Background: an optimization exercise with open tools, aiming at small area, a short achievable clock period and few clock cycles. Do not read the settings as production practice. Function was checked by simulation only, so behaviour that the tests miss may differ from the original.

Design mult1, start of the top module:
module mult1(clk, rst, start, ack, multiplicand, multiplier, product, done);
Size: ~1100 cells after synthesis, about 170 flip-flops, ~13000 µm² of cells after synthesis.
export LEC_CHECK = 0
export CAP_MARGIN = 20
export CORE_MARGIN = 2
export CORE_UTILIZATION = 65
export PLACE_DENSITY = 0.75
export SETUP_SLACK_MARGIN = 2.2
export SLEW_MARGIN = 20
export SYNTH_HIERARCHICAL = 1
export SYNTH_MINIMUM_KEEP_SIZE = 0
create_clock -name core_clock -period 5.0 [get_ports {clk}]
standard.sh (not shown) runs the stock make flow with config.mk's settings and CLKGATE_MAP_FILE= SYNTH_SCRIPT=/design/flow/synth_recipe.tcl, a recipe that flattens the netlist after the stock synthesis.
==> flow/flow/run.sh <==
#!/bin/bash
# The standard layout (standard.sh: the ORFS synthesis and flow), with two changes:
# the port buffers that ORFS's buffer_ports inserts are the small sky130_fd_sc_hd__buf_1
# instead of the delay-cell buffer it picks by default (every port still gets a buffer),
# and clock tree synthesis adds no dummy load cells at the leaves.
set -euo pipefail
export BUFFER_PORTS_ARGS="-buffer_cell sky130_fd_sc_hd__buf_1"
export CTS_ARGS="-sink_clustering_enable -repair_clock_nets -dont_use_dummy_load -buf_list {sky130_fd_sc_hd__clkbuf_4 sky130_fd_sc_hd__clkbuf_8}"
bash standard.sh finish > standard.log 2>&1
Testbench counts at the start, summed over its fixed seeds: cycles 3,299.
Then changed:
Settings changed: PLACE_DENSITY 0.75 to default, TNS_END_PERCENT from default to 50.
The new run ran to the end with no violations. Final area came out lower by a few percent. Fmax rises by a few percent. Non-clock buffer count went down by 35. Wire length drops by a few percent. Worst hold slack is better by 0.036 ns. Global-route usage decreases by 1.1 points. Register-to-register slack is better by 0.07 ns. Sequential cell count is unchanged. Clock-buffer cell count stays the same.
Then changed:
==> flow/flow/run.sh (replaced) <==
#!/bin/bash
# The standard layout (standard.sh: the ORFS synthesis and flow), with one change:
# the port buffers that ORFS's buffer_ports inserts are the small sky130_fd_sc_hd__buf_1
# instead of the delay-cell buffer it picks by default. Every port still gets a buffer.
set -euo pipefail
export BUFFER_PORTS_ARGS="-buffer_cell sky130_fd_sc_hd__buf_1"
bash standard.sh finish > standard.log 2>&1
Settings changed: CORE_UTILIZATION 65 to 55, SETUP_SLACK_MARGIN 2.2 to 2.5, TNS_END_PERCENT 50 to default.
Effect: Register-to-register slack hardly moves. Count of clock-buffer cells in the layout stays the same. Worst setup slack gains 0.013 ns. Flip-flop and latch count does not change. Area after synthesis stays the same.
Then changed:
==> flow/flow/run.sh (replaced) <==
#!/bin/bash
# The standard layout (standard.sh: the ORFS synthesis and flow), with two changes:
# the port buffers that ORFS's buffer_ports inserts are the small sky130_fd_sc_hd__buf_1
# instead of the delay-cell buffer it picks by default (every port still gets a buffer),
# and after timing repair ORFS's power recovery downsizes cells off the critical paths.
set -euo pipefail
export BUFFER_PORTS_ARGS="-buffer_cell sky130_fd_sc_hd__buf_1"
export RECOVER_POWER=100
bash standard.sh finish > standard.log 2>&1
Settings changed: CORE_UTILIZATION 55 to 65, SETUP_SLACK_MARGIN 2.5 to 2.3.
Result:
- This time the run completed and failed the layout checks on capacitance limit, slew limit
- synthesized area does not change
- fmax falls by 25%
- clock-buffer cell count does not change
- wire length falls by 10%
- final cell count falls by 9.6%
- first-iteration DRC count rises by 0.70%
- worst setup slack gets worse by 0.94 ns
- die area falls by 15%
- global-route usage rises by 1.7 points
- hold slack gets worse by 0.0078 ns

---

== before ==
Starting RTL as in the previous note.
==> flow/design.v (excerpt) <==
module mult1(clk, rst, start, ack, multiplicand, multiplier, product, done);
==> flow/config.mk <==
export PLATFORM = sky130hd
export DESIGN_NAME = mult1
export DESIGN_NICKNAME = mult1
export VERILOG_FILES = /design/flow/design.v
export SDC_FILE = /design/flow/constraint.sdc
export NUM_CORES = 4
export LEC_CHECK = 0
export CAP_MARGIN = 20
export CORE_MARGIN = 2
export CORE_UTILIZATION = 65
export SETUP_SLACK_MARGIN = 2.0
export SLEW_MARGIN = 20
export SYNTH_HIERARCHICAL = 1
export SYNTH_MINIMUM_KEEP_SIZE = 0
==> flow/constraint.sdc <==
create_clock -name core_clock -period 5.0 [get_ports {clk}]
set_input_delay 1.0000 -clock core_clock [delete_from_list [all_inputs] [get_ports {clk}]]
set_output_delay 1.0000 -clock core_clock [all_outputs]
set_load 0.01 [all_outputs]
==> flow/flow/run.sh <==
#!/bin/bash
# The standard layout (standard.sh: the ORFS synthesis and flow), with two changes:
# the port buffers that ORFS's buffer_ports inserts are the small sky130_fd_sc_hd__buf_1
# instead of the delay-cell buffer it picks by default (every port still gets a buffer),
# and after timing repair ORFS's power recovery downsizes cells off the critical paths.
set -euo pipefail
export BUFFER_PORTS_ARGS="-buffer_cell sky130_fd_sc_hd__buf_1"
export RECOVER_POWER=100
bash standard.sh finish > standard.log 2>&1
In before the implementation ran to completion but is not tape-out ready, as the final checks report max-capacitance violations, max-slew violations.
Testbench counts of before, summed over its fixed seeds: cycles 3,299.
[inputs] after vs before
==> flow/flow/run.sh <==
#!/bin/bash
# The standard layout (standard.sh: the ORFS synthesis and flow), with one change:
# the port buffers that ORFS's buffer_ports inserts are the small sky130_fd_sc_hd__buf_1
# instead of the delay-cell buffer it picks by default. Every port still gets a buffer.
set -euo pipefail
export BUFFER_PORTS_ARGS="-buffer_cell sky130_fd_sc_hd__buf_1"
bash standard.sh finish > standard.log 2>&1
diff --git a/flow/config.mk b/flow/config.mk
--- a/flow/config.mk
+++ b/flow/config.mk
@@ -9,5 +9,6 @@
 export CORE_MARGIN = 2
 export CORE_UTILIZATION = 65
-export SETUP_SLACK_MARGIN = 2.0
+export CTS_BUF_LIST = sky130_fd_sc_hd__clkbuf_4 sky130_fd_sc_hd__clkbuf_8
+export SETUP_SLACK_MARGIN = 2.1
 export SLEW_MARGIN = 20
 export SYNTH_HIERARCHICAL = 1
### Flow results
- On register-to-register slack, the lower figure sits with before, not after.
- In the metrics for before and after, the one carrying the lower worst-case reg-to-reg path depth is before.
- after: number of cells on the critical path higher than before
- Cell with the largest stage delay on the worst path = sky130_fd_sc_hd__dfxtp_1: after; cell with the largest stage delay on the worst path = sky130_fd_sc_hd__a32oi_1: before
- In the metrics for before and after, the one carrying the higher count of maximum capacitance violations is before.
- Having completed the whole flow, after delivered a layout that passed the timing, design-rule and antenna checks.
- Higher layout buffering overhead excluding clock cells goes to after over before.
- When the final numbers for before and after were put side by side, the final period demand of the worst path turned out to be smaller in after.
- Sequential cell count of the final layout of before is on par with after.

---

mult1 again, from the RTL that the note above started with.
export LEC_CHECK = 0
export CAP_MARGIN = 20
export CORE_MARGIN = 2
export CORE_UTILIZATION = 65
export CTS_BUF_LIST = sky130_fd_sc_hd__clkbuf_4 sky130_fd_sc_hd__clkbuf_8
export SETUP_SLACK_MARGIN = 2.3
export SLEW_MARGIN = 20
export SYNTH_HIERARCHICAL = 1
export SYNTH_MINIMUM_KEEP_SIZE = 0
create_clock -name core_clock -period 5.0 [get_ports {clk}]
==> flow/flow/run.sh <==
#!/bin/bash
# The standard layout (standard.sh: the ORFS synthesis and flow), with one change:
# the port buffers that ORFS's buffer_ports inserts are the small sky130_fd_sc_hd__buf_1
# instead of the delay-cell buffer it picks by default. Every port still gets a buffer.
set -euo pipefail
export BUFFER_PORTS_ARGS="-buffer_cell sky130_fd_sc_hd__buf_1"
bash standard.sh finish > standard.log 2>&1
Testbench counts at the start, summed over its fixed seeds: cycles 3,299.
Rerun with:
Settings changed: CORE_UTILIZATION 65 to 75, CTS_BUF_LIST sky130_fd_sc_hd__clkbuf_4 sky130_fd_sc_hd__clkbuf_8 to unset, SETUP_SLACK_MARGIN 2.3 to 2.0.
Result: The changed run ran to the end with no violations; non-clock buffer count came out lower by 36; wire length falls slightly; synthesized area stays the same; synthesized cell count stays the same; cell area shrinks by a few percent; cell count goes down by a few percent; worst hold slack improves by 0.047 ns.
Rerun with:
==> flow/flow/run.sh (replaced) <==
#!/bin/bash
# The standard layout (standard.sh: the ORFS synthesis and flow), with two changes:
# the port buffers that ORFS's buffer_ports inserts are the small sky130_fd_sc_hd__buf_1
# instead of the delay-cell buffer it picks by default (every port still gets a buffer),
# and clock tree synthesis adds no dummy load cells at the leaves.
set -euo pipefail
export BUFFER_PORTS_ARGS="-buffer_cell sky130_fd_sc_hd__buf_1"
export CTS_ARGS="-sink_clustering_enable -repair_clock_nets -dont_use_dummy_load -buf_list {sky130_fd_sc_hd__clkbuf_4 sky130_fd_sc_hd__clkbuf_8}"
bash standard.sh finish > standard.log 2>&1
Settings changed: CORE_UTILIZATION 75 to 60, SETUP_SLACK_MARGIN 2.0 to 2.2.
Area after synthesis does not change.
Maximum frequency rose by a little under a tenth.
Core utilization went down by 18 points.
Worst hold slack got worse by 0.024 ns.
Clock-buffer cell count shrinks by 4.
Global-route usage decreases by 7.4 points.
Worst setup slack gets better by 0.23 ns.
Via count came out lower by a few percent.
Wire length grows slightly.

---

Starting RTL as in the previous note.
clock: 5.0 ns
lec_check: 0
cap_margin: 20
core_margin: 2
core_utilization: 55
setup_slack_margin: 2.0
slew_margin: 20
synth_hierarchical: 1
synth_minimum_keep_size: 0
==> flow/flow/run.sh <==
#!/bin/bash
# The standard layout (standard.sh: the ORFS synthesis and flow), with one change:
# the port buffers that ORFS's buffer_ports inserts are the small sky130_fd_sc_hd__buf_1
# instead of the delay-cell buffer it picks by default. Every port still gets a buffer.
set -euo pipefail
export BUFFER_PORTS_ARGS="-buffer_cell sky130_fd_sc_hd__buf_1"
bash standard.sh finish > standard.log 2>&1
Testbench counts at the start, summed over its fixed seeds: cycles 3,299.
Rerun with:
CORE_UTILIZATION = 65   (was 55)
CTS_BUF_LIST = sky130_fd_sc_hd__clkbuf_4 sky130_fd_sc_hd__clkbuf_8   (was default)
SETUP_SLACK_MARGIN = 2.4   (was 2.0)
Setup slack improved by 0.17 ns.
Final area is higher by roughly a tenth.
Non-clock buffer count is higher by 118.
Routed wire length is higher by about a fifth.
Final cell count is higher by a few percent.
Global-route usage is higher by 6.9 points.
Hold slack got worse by 0.045 ns.

---

Starting RTL as in the previous note.
==> flow/config.mk <==
export PLATFORM = sky130hd
export DESIGN_NAME = mult1
export DESIGN_NICKNAME = mult1
export VERILOG_FILES = /design/flow/design.v
export SDC_FILE = /design/flow/constraint.sdc
export NUM_CORES = 4
export LEC_CHECK = 0
export CAP_MARGIN = 20
export CORE_MARGIN = 2
export CORE_UTILIZATION = 65
export CTS_BUF_LIST = sky130_fd_sc_hd__clkbuf_4 sky130_fd_sc_hd__clkbuf_8
export SETUP_SLACK_MARGIN = 2.0
export SLEW_MARGIN = 20
export SYNTH_HIERARCHICAL = 1
export SYNTH_MINIMUM_KEEP_SIZE = 0
==> flow/constraint.sdc <==
create_clock -name core_clock -period 5.0 [get_ports {clk}]
set_input_delay 1.0000 -clock core_clock [delete_from_list [all_inputs] [get_ports {clk}]]
set_output_delay 1.0000 -clock core_clock [all_outputs]
set_load 0.01 [all_outputs]
Scripts as last shown in full above: flow/flow/run.sh
Testbench counts at the start, summed over its fixed seeds: cycles 3,299.
Rerun with:
- CTS_BUF_LIST: sky130_fd_sc_hd__clkbuf_4 sky130_fd_sc_hd__clkbuf_8 -> not set
- SETUP_SLACK_MARGIN: 2.0 -> 1.7
=>
- The new run completed with no timing, DRC or antenna violations
- area after synthesis does not change
- setup slack gets worse by 0.25 ns
- clock skew hardly moves
- cell area went up by 0.82%
- worst hold slack is better by 0.034 ns
Rerun with:
- CTS_BUF_LIST: not set -> sky130_fd_sc_hd__clkbuf_4 sky130_fd_sc_hd__clkbuf_8
- SETUP_SLACK_MARGIN: 1.7 -> 2.2
Core utilization is higher by 0.21 points. Synthesized cell count does not change. Sequential share of layout area is higher by 0.19 points. Design area barely changes. Routed wire length is lower slightly. Clock skew is higher by 0.0033 ns. Cell count is higher slightly. Count of clock-buffer cells in the layout does not change. Sequential cell count is unchanged.
Rerun with:
- CTS_BUF_LIST: sky130_fd_sc_hd__clkbuf_4 sky130_fd_sc_hd__clkbuf_8 -> not set
- SETUP_SLACK_MARGIN: 2.2 -> 2.1
Effect:
- sequential share of layout area goes down by 0.22 points
- final cell count barely changes
- first-iteration DRC count came out lower by 8.2%
- final area went up by 0.54%
- count of clock-buffer cells in the layout is unchanged

---

Another version of the RTL of mult1 (not shown whole).
For scale: ~1100 cells after synthesis, about 140 flip-flops, roughly 11000 um^2 of cells after synthesis.
export LEC_CHECK = 0
export CAP_MARGIN = 20
export CORE_MARGIN = 2
export CORE_UTILIZATION = 40
export SETUP_SLACK_MARGIN = 1.5
export SLEW_MARGIN = 20
create_clock -name core_clock -period 5.0 [get_ports {clk}]
run.sh (not shown) runs the stock make flow with config.mk's settings and CLKGATE_MAP_FILE= SYNTH_SCRIPT=/design/flow/synth_recipe.tcl, a recipe that flattens the netlist after the stock synthesis.
Stock flow here: none of the scripts above is used.
Testbench counts at the start, summed over its fixed seeds: cycles 5,119.
Edit:
--- a/flow/config.mk
+++ b/flow/config.mk
@@ -6,7 +6,8 @@
 export NUM_CORES = 4
 export LEC_CHECK = 0
+export ABC_CLOCK_PERIOD_IN_PS = 2500
 export CAP_MARGIN = 20
 export CORE_MARGIN = 2
 export CORE_UTILIZATION = 40
-export SETUP_SLACK_MARGIN = 1.5
+export SETUP_SLACK_MARGIN = 2.5
 export SLEW_MARGIN = 20
=>
- The changed run finished with timing, DRC and antenna clean
- synthesized cell count does not change
- cell area grows by 11%
- global-route usage went up by 1.7 points
Edit:
--- a/flow/config.mk
+++ b/flow/config.mk
@@ -6,8 +6,6 @@
 export NUM_CORES = 4
 export LEC_CHECK = 0
-export ABC_CLOCK_PERIOD_IN_PS = 2500
 export CAP_MARGIN = 20
 export CORE_MARGIN = 2
 export CORE_UTILIZATION = 40
-export SETUP_SLACK_MARGIN = 2.5
 export SLEW_MARGIN = 20
After rerunning:
- The changed run finished with timing, DRC and antenna clean
- synthesized area stays the same
- utilization goes down by 5.4 points
- setup slack degrades by 500 ps

---

mult1 with an RTL version that a note above also has.
Size: roughly 1100 cells after synthesis, roughly 170 flip-flops, about 130 I/O pins, ~13000 um2 of cells after synthesis.
==> flow/design.v (excerpt) <==
module mult1(clk, rst, start, ack, multiplicand, multiplier, product, done);
Settings: LEC_CHECK=0, CAP_MARGIN=20, CORE_MARGIN=2, CORE_UTILIZATION=65, PLACE_DENSITY=0.5, SETUP_SLACK_MARGIN=2.2, SLEW_MARGIN=20, SYNTH_HIERARCHICAL=1, SYNTH_MINIMUM_KEEP_SIZE=0; clock period 5.0 ns.
standard.sh (not shown) runs the stock make flow with config.mk's settings and CLKGATE_MAP_FILE= SYNTH_SCRIPT=/design/flow/synth_recipe.tcl, a recipe that flattens the netlist after the stock synthesis.
==> flow/flow/run.sh <==
#!/bin/bash
# The standard layout (standard.sh: the ORFS synthesis and flow), with two changes:
# the port buffers that ORFS's buffer_ports inserts are the small sky130_fd_sc_hd__buf_1
# instead of the delay-cell buffer it picks by default (every port still gets a buffer),
# and clock tree synthesis adds no dummy load cells at the leaves.
set -euo pipefail
export BUFFER_PORTS_ARGS="-buffer_cell sky130_fd_sc_hd__buf_1"
export CTS_ARGS="-sink_clustering_enable -repair_clock_nets -dont_use_dummy_load -buf_list {sky130_fd_sc_hd__clkbuf_4 sky130_fd_sc_hd__clkbuf_8}"
bash standard.sh finish > standard.log 2>&1
The starting point finished with timing, DRC and antenna clean.
Testbench counts at the start, summed over its fixed seeds: cycles 3,299.
Next try:
==> flow/flow/run.sh (replaced) <==
#!/bin/bash
# The standard layout (standard.sh: the ORFS synthesis and flow), with one change:
# the port buffers that ORFS's buffer_ports inserts are the small sky130_fd_sc_hd__buf_1
# instead of the delay-cell buffer it picks by default. Every port still gets a buffer.
set -euo pipefail
export BUFFER_PORTS_ARGS="-buffer_cell sky130_fd_sc_hd__buf_1"
bash standard.sh finish > standard.log 2>&1
--- a/flow/config.mk
+++ b/flow/config.mk
@@ -11,2 +11 @@
-export PLACE_DENSITY = 0.5
-export SETUP_SLACK_MARGIN = 2.2
+export SETUP_SLACK_MARGIN = 2.0
The new run went through all stages and came out clean.
Non-clock buffer count went down by 3.
Utilization went up by 0.92 points.
Design area went up by 1.3%.
First-iteration DRC count went down by 0.53%.
Critical path depth is unchanged.
Next try:
==> flow/flow/run.sh (replaced) <==
#!/bin/bash
# The standard layout (standard.sh: the ORFS synthesis and flow), with two changes:
# the port buffers that ORFS's buffer_ports inserts are the small sky130_fd_sc_hd__buf_1
# instead of the delay-cell buffer it picks by default (every port still gets a buffer),
# and clock tree synthesis adds no dummy load cells at the leaves.
set -euo pipefail
export BUFFER_PORTS_ARGS="-buffer_cell sky130_fd_sc_hd__buf_1"
export CTS_ARGS="-sink_clustering_enable -repair_clock_nets -dont_use_dummy_load -buf_list {sky130_fd_sc_hd__clkbuf_4 sky130_fd_sc_hd__clkbuf_8}"
bash standard.sh finish > standard.log 2>&1
--- a/flow/config.mk
+++ b/flow/config.mk
@@ -11 +11 @@
-export SETUP_SLACK_MARGIN = 2.0
+export SETUP_SLACK_MARGIN = 2.3
=> Design area went up slightly. Clock-buffer cell count does not change. Clock skew grows by 25 ps.
Next try:
--- a/flow/config.mk
+++ b/flow/config.mk
@@ -11 +11,2 @@
-export SETUP_SLACK_MARGIN = 2.3
+export CTS_BUF_LIST = sky130_fd_sc_hd__clkbuf_4 sky130_fd_sc_hd__clkbuf_8
+export SETUP_SLACK_MARGIN = 2.2
Result: The new run ran to the end with no violations. Count of clock-buffer cells in the layout stays the same. First-iteration DRC count falls by 5.3%. Routed wire length falls by 3.0%. Sequential cell count does not change.
Next try:
--- a/flow/config.mk
+++ b/flow/config.mk
@@ -11 +10,0 @@
-export CTS_BUF_LIST = sky130_fd_sc_hd__clkbuf_4 sky130_fd_sc_hd__clkbuf_8
@@ -15,0 +15 @@
+export TNS_END_PERCENT = 20
- hold slack barely changes
- area after synthesis is unchanged
- fmax shrinks by 2.0%
- via count barely changes
- worst setup slack degrades by 56 ps
- non-clock buffer count shrinks by 1
- wire length shrinks by 0.62%
- register-to-register slack degrades by 60 ps

-- afterwards: timing with drivers on the ports --
The flow's constraints put no driver on any port. The routed layouts listed below were extracted and timed again, unchanged, in two steps. Step 1, drivers: a clkbuf_16 drives clk and a buf_2 each remaining input, both assumed. Step 2 times the ports against the registers' clock, not the clock port: input delays grow and output delays shrink by t, the midpoint of the rising clock arrivals with the driver on. a / b / c = no drivers / after step 1 / after step 2; a / b = the first two.
run	shift t [ns]	slack for setup (ns)	hold slack, ns	worst setup path after step 2	pins driven straight from the clock port
the first run of note 1	0.499	2.172 / 2.172 / 1.897	0.400 / 0.375 / 0.466	input to register	1
the second run of note 1	0.491	2.247 / 2.247 / 1.957	0.437 / 0.416 / 0.459	input to register	1
the third run of note 1	0.494	2.260 / 2.260 / 2.104	0.464 / 0.446 / 0.464	input to register	1
the fourth run of note 1	0.473	1.324 / 1.324 / 1.235	0.456 / 0.445 / 0.456	input to register	1
before	0.468	1.166 / 1.166 / 1.166	0.456 / 0.449 / 0.456	register to register	1
after	0.500	2.157 / 2.157 / 2.015	0.426 / 0.406 / 0.461	input to register	1
the first run of note 3	0.505	2.230 / 2.230 / 1.996	0.424 / 0.404 / 0.461	input to register	1
the second run of note 3	0.481	2.053 / 2.053 / 1.833	0.471 / 0.456 / 0.471	input to register	1
the third run of note 3	0.499	2.280 / 2.280 / 1.933	0.447 / 0.430 / 0.450	input to register	1
the first run of note 4	0.488	2.098 / 2.098 / 1.738	0.464 / 0.441 / 0.464	input to register	1
the second run of note 4	0.509	2.266 / 2.266 / 1.981	0.420 / 0.399 / 0.462	input to register	1
the first run of note 5	0.504	2.070 / 2.070 / 2.008	0.423 / 0.403 / 0.461	input to register	1
the second run of note 5	0.470	1.821 / 1.821 / 1.821	0.457 / 0.447 / 0.457	register to register	1
the third run of note 5	0.502	2.236 / 2.236 / 1.950	0.428 / 0.409 / 0.461	input to register	1
the fourth run of note 5	0.473	2.147 / 2.147 / 2.005	0.457 / 0.444 / 0.457	input to register	1
the first run of note 6	0.477	1.763 / 1.715 / 1.386	0.438 / 0.438 / 0.438	input to register	1
the second run of note 6	0.491	2.266 / 2.266 / 2.066	0.437 / 0.437 / 0.437	input to register	1
the third run of note 6	0.477	1.763 / 1.715 / 1.386	0.438 / 0.438 / 0.438	input to register	1
the first run of note 7	0.489	2.267 / 2.267 / 1.953	0.445 / 0.422 / 0.459	input to register	1
the second run of note 7	0.470	2.108 / 2.108 / 1.998	0.457 / 0.447 / 0.457	input to register	1
the third run of note 7	0.492	2.272 / 2.272 / 1.990	0.438 / 0.416 / 0.461	input to register	1
the fourth run of note 7	0.489	2.267 / 2.267 / 1.953	0.445 / 0.422 / 0.459	input to register	1
the fifth run of note 7	0.486	2.211 / 2.211 / 1.969	0.444 / 0.424 / 0.459	input to register	1
